Context: an optimization exercise on an open-source flow, tuned for small area. The choices shown serve that exercise and are no tape-out recipe.
Only simulation tests tie the RTL to the original design; equivalence was not proved.
Power figures rest on the tool's default switching activity, not on a simulated workload.

[flow/design.v]
module dino_game_top(
    input clk, rst,
    input jump, crouch,
    output [7:0] dinor,
    output [15:0] outc,
    output [6:0] HEX0, HEX1, HEX2, HEX3, HEX4, HEX5
);
    reg [5:0] u;
    wire [2:0] row = u[5:3];
    wire scan  = (u[2:0] == 3'd7);      
    wire gsamp = (u == 6'd35);          
    wire gtick = (u == 6'd39);          
    always @(posedge clk or negedge rst)
        if (!rst) u <= 6'd4;
        else u <= u + 6'd1;
    assign dinor = ~(8'b00000001 << row);
    wire button = !jump || !crouch;
    reg [5:0] blink_cnt;
    reg blink;
    always @(posedge clk or negedge rst) begin
        if (!rst) begin
            blink_cnt <= 0; blink <= 0;
        end else if (scan) begin
            if (blink_cnt[5] & blink_cnt[3]) begin    
                blink_cnt <= 0; blink <= ~blink;
            end else
                blink_cnt <= blink_cnt + 6'd1;
        end
    end
    reg [5:0] h;
    reg [3:0] anim_cnt;
    reg anim;
    reg jp, cp;             
    wire notjump = &h[5:1];
    wire crouching = notjump & h[0];
    wire running = notjump & ~h[0];
    always @(posedge clk)
        if (gsamp) begin
            jp <= !jump; cp <= !crouch;
        end
    always @(posedge clk or negedge rst) begin
        if (!rst) begin
            h <= 6'd62; anim_cnt <= 0; anim <= 0;
        end else if (gtick) begin
            if (anim_cnt[3] & anim_cnt[1]) begin    
                anim_cnt <= 0; anim <= ~anim;
            end else
                anim_cnt <= anim_cnt + 4'd1;
            if (running) begin
                if (jp) h <= 6'd0;
                else if (cp) h <= 6'd63;
            end else if (crouching) begin
                if (!cp) h <= 6'd62;
            end else begin
                if (&h[5:2]) h <= 6'd62;    
                else h <= h + 6'd1;
            end
        end
    end
    reg [15:0] p;
    always @(posedge clk or negedge rst)
        if (!rst) p <= 16'h62B5;
        else p <= {p[14:0], p[15] ^ p[13] ^ p[12] ^ p[10]};
    reg [1:0] gsr;
    reg pat;
    reg [4:0] x;
    reg [2:0] d;
    reg f;
    reg shape;
    reg [15:0] dino_row;
    always @(*) begin
        case ({crouching, ~notjump, anim})
            3'b000: case (row)
                3'd5: dino_row=16'b0001100000000000;
                3'd4: dino_row=16'b0001010000000000;
                3'd3: dino_row=16'b0101100000000000;
                3'd2: dino_row=16'b0111100000000000;
                3'd1: dino_row=16'b0011000000000000;
                3'd0: dino_row=16'b0010100000000000;
                default: dino_row=0; endcase
            3'b001: case (row)
                3'd5: dino_row=16'b0001100000000000;
                3'd4: dino_row=16'b0001010000000000;
                3'd3: dino_row=16'b0101100000000000;
                3'd2: dino_row=16'b0111100000000000;
                3'd1: dino_row=16'b0011000000000000;
                3'd0: dino_row=16'b0101000000000000;
                default: dino_row=0; endcase
            3'b010: case (row)
                3'd7: dino_row=16'b0100000000000000;
                3'd6: dino_row=16'b0010011000000000;
                3'd5: dino_row=16'b0011110100000000;
                3'd4: dino_row=16'b0001111000000000;
                3'd3: dino_row=16'b0001010000000000;
                default: dino_row=0; endcase
            3'b011: case (row)
                3'd7: dino_row=16'b0100000000000000;
                3'd6: dino_row=16'b0010011000000000;
                3'd5: dino_row=16'b0011110100000000;
                3'd4: dino_row=16'b0001111000000000;
                3'd3: dino_row=16'b0010001000000000;
                default: dino_row=0; endcase
            3'b100: case (row)
                3'd3: dino_row=16'b0100110000000000;
                3'd2: dino_row=16'b0111111000000000;
                3'd1: dino_row=16'b0011100000000000;
                3'd0: dino_row=16'b0010010000000000;
                default: dino_row=0; endcase
            default: case (row)
                3'd3: dino_row=16'b0100110000000000;
                3'd2: dino_row=16'b0111111000000000;
                3'd1: dino_row=16'b0011100000000000;
                3'd0: dino_row=16'b0100100000000000;
                default: dino_row=0; endcase
        endcase
    end
    reg [4:0] obs_raw;
    always @(*) begin
        if (!f) obs_raw = 0;
        else if (shape == 0) begin  
            case (row)
                3'd2: obs_raw=5'b00101;
                3'd1: obs_raw=5'b01011;
                3'd0: obs_raw=5'b01001;
                default: obs_raw=0; endcase
        end else begin  
            case (row)
                3'd7: obs_raw=5'b00010;
                3'd6: obs_raw=5'b00110;
                3'd5: obs_raw=5'b10111;
                3'd4: obs_raw=5'b01110;
                default: obs_raw=0; endcase
        end
    end
    wire [31:0] obs_wide = {27'b0, obs_raw} << x;
    wire [15:0] obs_row = obs_wide[31:16];
    wire [15:0] game_row = dino_row | obs_row;
    wire coll = |(dino_row & obs_row);
    reg [15:0] start_row, end_row;
    always @(*) begin
        case (row)
            3'd2: start_row = 16'b0000000010000000;
            3'd3: start_row = 16'b0000000011000000;
            3'd4: start_row = 16'b0000000011100000;
            3'd5: start_row = 16'b0000000011000000;
            3'd6: start_row = 16'b0000000010000000;
            default: start_row = 16'b0000000000000000;
        endcase
        case (row)
            3'd3: end_row = 16'b1110100010110000;
            3'd4: end_row = 16'b1000100110101000;
            3'd5: end_row = 16'b1110101010100100;
            3'd6: end_row = 16'b1000110010101000;
            3'd7: end_row = 16'b1110100010110000;
            default: end_row = 16'b0000000000000000;
        endcase
    end
    assign outc = !pat ? 16'b0 :
                  gsr[1] ? end_row :
                  gsr[0] ? game_row : start_row;
    wire [1:0] gs = (gsr == 2'd1 && pat && coll) ? 2'd2 : gsr;
    wire gs_run = (gs == 2'd1);
    always @(posedge clk or negedge rst) begin
        if (!rst) begin
            gsr <= 0; pat <= 0;
        end else if (scan) begin
            case (gs)
                2'd1: begin gsr <= 2'd1; pat <= 1'b1; end
                2'd0: if (button) begin gsr <= 2'd1; pat <= 1'b0; end
                      else begin gsr <= 2'd0; pat <= blink; end
                default: if (button) begin gsr <= 2'd0; pat <= 1'b0; end
                      else begin gsr <= 2'd2; pat <= blink; end
            endcase
        end
    end
    always @(posedge clk or negedge rst) begin
        if (!rst) begin
            x <= 5'd11; d <= 3'd5; f <= 0; shape <= 0;
        end else if (gtick) begin
            case (gs)
                2'd0: begin
                    x <= 5'd11; d <= 3'd5; f <= 0; shape <= 0;
                end
                2'd1: begin
                    if (!(d[2] & d[0]))    
                        d <= d + 3'd1;
                    else begin
                        d <= 0;
                        x <= x + 5'd1;
                        if (x == 5'd31) begin
                            f <= 1'b1;
                            if (f) shape <= p[15];
                        end
                    end
                end
                default: x <= 0;
            endcase
        end
    end
    reg [3:0] tc;
    wire tc9 = tc[3] & tc[0];    
    always @(posedge clk)
        if (gs_run && !tc9) tc <= tc + 4'd1;
        else tc <= 0;
    reg [3:0] digit0, digit1, digit2, digit3, digit4, digit5;
    always @(posedge clk or negedge rst) begin
        if (!rst) begin
            digit0 <= 0; digit1 <= 0; digit2 <= 0;
            digit3 <= 0; digit4 <= 0; digit5 <= 0;
        end else if (gs_run) begin
            if (tc9) begin
                if (digit0[3] & digit0[0]) begin
                    digit0 <= 0;
                    if (digit1[3] & digit1[0]) begin
                        digit1 <= 0;
                        if (digit2[3] & digit2[0]) begin
                            digit2 <= 0;
                            if (digit3[3] & digit3[0]) begin
                                digit3 <= 0;
                                if (digit4[3] & digit4[0]) begin
                                    digit4 <= 0;
                                    if (digit5[3] & digit5[0]) digit5 <= 0;
                                    else digit5 <= digit5 + 4'd1;
                                end else digit4 <= digit4 + 4'd1;
                            end else digit3 <= digit3 + 4'd1;
                        end else digit2 <= digit2 + 4'd1;
                    end else digit1 <= digit1 + 4'd1;
                end else digit0 <= digit0 + 4'd1;
            end
        end else if (button) begin
            digit0 <= 0; digit1 <= 0; digit2 <= 0;
            digit3 <= 0; digit4 <= 0; digit5 <= 0;
        end
    end
    function [6:0] seg7;
        input [3:0] n;
        begin
            case (n)
                4'h0: seg7 = 7'b1000000;
                4'h1: seg7 = 7'b1111001;
                4'h2: seg7 = 7'b0100100;
                4'h3: seg7 = 7'b0110000;
                4'h4: seg7 = 7'b0011001;
                4'h5: seg7 = 7'b0010010;
                4'h6: seg7 = 7'b0000010;
                4'h7: seg7 = 7'b1111000;
                4'h8: seg7 = 7'b0000000;
                4'h9: seg7 = 7'b0010000;
                4'ha: seg7 = 7'b0000100;
                4'hb: seg7 = 7'b0110000;
                4'hc: seg7 = 7'b0010010;
                4'hd: seg7 = 7'b0010010;
                4'he: seg7 = 7'b0000010;
                default: seg7 = 7'b1111000;
            endcase
        end
    endfunction
    assign HEX0 = seg7(digit0);
    assign HEX1 = seg7(digit1);
    assign HEX2 = seg7(digit2);
    assign HEX3 = seg7(digit3);
    assign HEX4 = seg7(digit4);
    assign HEX5 = seg7(digit5);
endmodule
[flow/flow/run.sh]
#!/bin/bash
# Own flow: the standard ORFS layout (standard.sh), with these changes:
#  - synthesis: no half/full-adder cells (abc maps adders as plain gates), and
#    the final abc mapping uses flow/area.abc (deepsyn for 60 s, then dch + amap);
#    everything else, registers included, is the standard flow's synthesis script;
#  - the port buffers are buf_1 cells;
#  - CTS uses a clkbuf_8 root, clkbuf_4 buffers, larger sink clusters and no dummy loads.
# Every tool's output goes to standard_flow.log here, and ORFS's own logs to orfs/logs.
set -euo pipefail
work=$PWD
export ADDER_MAP_FILE=
export BUFFER_PORTS_ARGS="-buffer_cell sky130_fd_sc_hd__buf_1"
export CTS_ARGS="-sink_clustering_enable -repair_clock_nets -root_buf sky130_fd_sc_hd__clkbuf_8 -buf_list sky130_fd_sc_hd__clkbuf_4 -sink_clustering_size 40 -sink_clustering_max_diameter 100 -dont_use_dummy_load"
export MY_ABC_SCRIPT=$work/flow/area.abc
cat > $work/own_synth.tcl <<EOT
# The standard flow's synthesis script, with abc's -script replaced by \$::env(MY_ABC_SCRIPT)
proc abc {args} {
  set i [lsearch -exact \$args -script]
  if { \$i >= 0 } {
    set args [lreplace \$args [expr {\$i + 1}] [expr {\$i + 1}] \$::env(MY_ABC_SCRIPT)]
  }
  yosys abc {*}\$args
}
source $work/synth_recipe.tcl
EOT
sed "s|SYNTH_SCRIPT=[^ ]*|SYNTH_SCRIPT=$work/own_synth.tcl|" standard.sh > own_standard.sh
grep -q "SYNTH_SCRIPT=$work/own_synth.tcl" own_standard.sh
bash own_standard.sh > standard_flow.log 2>&1
[flow/flow/area.abc]
strash
&get -n
&deepsyn -T 60
&put
dch -f
amap
strash
dch -f
amap
topo
[flow/standard.sh]
#!/bin/bash
# synth_recipe.tcl (not shown) runs the flow's synth.tcl, then flattens the netlist and writes it again
# the make line also repeats each setting of config.mk as NAME=value (left out here)
make -C /OpenROAD-flow-scripts/flow DESIGN_CONFIG=/design/flow/config.mk WORK_HOME=/design/flow/orfs CLKGATE_MAP_FILE= SYNTH_SCRIPT=/design/flow/synth_recipe.tcl "${@:-finish}"
[flow/config.mk]
export PLATFORM = sky130hd
export DESIGN_NAME = dino_game_top
export DESIGN_NICKNAME = dino_game_top
export VERILOG_FILES = /design/flow/design.v
export SDC_FILE = /design/flow/constraint.sdc
export NUM_CORES = 4
export LEC_CHECK = 0
export ABC_AREA = 1
export CAP_MARGIN = 20
export CORE_MARGIN = 2
export CORE_UTILIZATION = 50
export SLEW_MARGIN = 20
[flow/constraint.sdc]
create_clock -name core_clock -period 10.0 [get_ports {clk}]
set_input_delay 2.0000 -clock core_clock [delete_from_list [all_inputs] [get_ports {clk}]]
set_output_delay 2.0000 -clock core_clock [all_outputs]
set_load 0.01 [all_outputs]
==> impl_metrics.json <==
{
  "ys_top_cells_by_area": "dfrtp_1 34%, dfstp_2 12%, nor2_1 9.9%",
  "place_congestion": 0.945,
  "crit_arrival_ps": 6590,
  "synth_edf_count": 2,
  "routed_wl_um": 10600,
  "power.density_nw_per_um2": 140,
  "yosys_register_bits": 83,
  "r2r_start": "u[3]",
  "hp-class": "reg -> reg",
  "dp_hpwl_um": 7990,
  "tightest_slew_ps": 973,
  "drv_cap": 0,
  "synth_cell_types": 39,
  "stdcell_count": 720,
  "fin_crit_sh_pct": 64.0,
  "syn_to_final_growth_pct": 12.3,
  "drc": 0,
  "mostFrequentLayoutCell": "nor2_1",
  "rsz0062_at_grt": "no",
  "synth.largest_area_cell": "dfrtp_1",
  "drive_gt1_share_pct": 4.88,
  "hold_slack_ps": 363,
  "via_count": 4088,
  "cts_setup_buffers": 0,
  "routed_via_density": 5.68,
  "dr.first_iter.drc_count": 187,
  "whs_path_depth": 0,
  "syn_area_per_cell_sq_um": 7.95,
  "final_hold_viol_count": 0,
  "synth_compound_area_share_pct": 20.6,
  "grt_max_degree": 78,
  "cts_tree": "built",
  "fp-row-count": 33,
  "crit_fanout": 10,
  "syn_inst": 536,
  "synth_xor_area_share_pct": 0,
  "numPortBuffers": 69,
  "leakagePower_nw": 1.85,
  "synthesis.nets": 540,
  "dp_cells": 711,
  "synth_top_area_share_pct": 34.0,
  "clk_pin_slew_ps": 90,
  "first_global_vias": 3698,
  "yosys.area_share.simple_pct": 23.4,
  "fin_setup_tns_ps": 0,
  "first_pass_iters": 5,
  "die_area_sq_um": 9280,
  "critical_path.max_stage_delay_ps": 510,
  "ys_async_sr_fraction_pct": 92.8,
  "cts_resized": 0,
  "detail-route-antenna-nets": 0,
  "min_to": "p[12]",
  "die_x_um": 96.3,
  "crit_type": "reg -> reg",
  "reg2reg_setup_slack_ps": 3600,
  "ys_warn_count": 1,
  "synth_top_family_by_area": "simple AND/OR/NAND/NOR gates",
  "critPathLaunch": "u[3]",
  "cts.sinks": 83,
  "grt_use_total_pct": 23.5,
  "critPathMostFrequentCell": "nor2_1",
  "setup_viol": 0,
  "syn-cell-area_sq_um": 4260,
  "antenna_cells": 0,
  "fin_util_pct": 58.0,
  "clock_skew_ps": 29.2,
  "htreeDepth": 3,
  "clock_latency_ps": 340,
  "ys_seq_area_share_pct": 49.0,
  "synthMuxAreaShare_pct": 0,
  "nNetsFinal": 621,
  "routedWlPerCell_um": 14.7,
  "max-slew-margin-rel_pct": 35.2,
  "clock_path_buffers": 2,
  "min-delay-start": "p[11]",
  "crit_required_ps": 10200,
  "cts_buffers": 9,
  "fmax_mhz": 156,
  "cp-start-kind": "flop",
  "r2r_end": "digit5[2]",
  "drv_slew": 0,
  "critPathCaptureType": "flop",
  "synth-main-ff-cell": "dfrtp_1",
  "synthAdderAreaFrac_pct": 0,
  "grt_pass1_wl_um": 16900,
  "period_minus_slack_ps": 6400,
  "core_sq_um": 8260,
  "antenna_found_initial": 0,
  "slowest_stage": "dfrtp_1",
  "start_util_pct": 51.6,
  "status": "finished clean",
  "grt-ovfl-total": 0,
  "r2r_cells": 36,
  "ios": 70,
  "ctsHoldBuffers": 0,
  "cts_root_buffer": "clkbuf_8",
  "die_h_um": 96.3,
  "peakVddDrop_mv": 0.0756,
  "final_cell_mix": "112 x nor2_1, 79 x clkinv_1, 68 x buf_1"
}
-- how the worst max path moves through the flow --
stage | endpoint | slack (ps) | cells past startpoint
after global placement | digit5[1] | 3970 | 36
after CTS | digit5[2] | 3670 | 36
after detailed placement | digit5[1] | 3660 | 36
after floorplan | digit5[1] | 4670 | 35
after global routing | digit5[2] | 2570 | 36
final | digit5[2] | 3600 | 36
-- flip-flops by register name, summed over array words and instances (netlist names), 2 cells and up --
register,flops
u,6
tc,4
blink_cnt,6
digit5,4
digit4,4
anim_cnt,4
digit1,4
h,6
gsr,2
digit3,4
p,16
x,5
d,3
digit0,4
digit2,4
-- report_power, final --
part           switching, mW  leakage [nW]  internal, mW  total, mW
clock network          0.106        0.0647        0.0808      0.187
registers             0.0156          1.00         0.354      0.370
logic                 0.0739         0.786        0.0378      0.112
-- metal layers --
layer	vias up	global-route usage [%]	share of wire (%)
li1	2021	-	-
met1	1891	29.5	45
met2	153	40.2	47
met3	23	5.40	5.8
met4	0	7.86	2.3
met5	-	0	0
-- layout make-up --
class                      instances  area, sq um
inverter                          79          297
sequential                        83         2090
multi-input combinational        374         1880
tap                              105          131
clock buffer                       9          124
timing repair buffer              70          270
fill                             797         3470
-- per-stage QoR --
stage                     area [sq um]  total power [mW]  setup WS [ps]
after global routing              4790             0.707           2570
after detailed placement          4660             0.489           3660
after floorplan                   4260             0.448           4670
after global placement            4660             0.485           3970
final                             4790             0.668           3600
after CTS                         4790             0.675           3670
-- logic make-up after synthesis --
group                  after synthesis
AOI/OAI and AO/OA                  142
buffers and inverters               79
DFF                                 83
and+or+nand+nor                    232
-- worst max-delay path: cells and delay by family (launching register included) --
family,cells,cell delay (ps)
compound gates,10,1810
buf+inv,8,1010
simple gates,18,2900
flops,1,510
-- cells in the mapped netlist (2+ instances only) --
master / n
nand4_1: 5
dfstp_2: 19
a222oi_1: 2
nor3_1: 32
and3_1: 4
nand2_1: 46
dfxtp_1: 4
edfxtp_1: 2
nor2_1: 112
or3_1: 4
nand2b_1: 4
clkinv_1: 79
o21ai_0: 53
nor4_1: 2
and2_0: 2
dfrtp_1: 58
a21oi_1: 23
a211oi_1: 8
o21bai_1: 2
o22ai_1: 16
o21a_1: 8
o211ai_1: 3
o22a_1: 3
nor2b_1: 2
a22oi_1: 5
o32ai_1: 5
nand3_1: 17
a31oi_1: 4
a221oi_1: 2

## separate check: timing with driven ports
How much do the figures lean on ideal ports? The routed layout below was timed once more, with nothing changed but the port constraints.
Step 1, drivers: a clkbuf_16 drives clk and a buf_2 each remaining input, both assumed.
Step 2 adds t to the input delays and takes it off the output delays; t is the mean of the earliest and latest rising clock arrival at the registers after step 1. Input paths then give back, and output paths get back, about the clock's delay inside the block.
Three values: ideal, step 1, step 2; two values: the first two.
t, ns: 0.360
setup slack, ns: 3.603 / 3.603 / 3.603
worst setup path at the end: register to register
worst register clock-pin slew, ns: 0.09 / 0.09
worst slew at a driven data input, ns: 0.03
After both steps this run still meets setup and hold. The setup slack of this run moves by 0.000 ns with the drivers and by 0.000 ns with both steps.
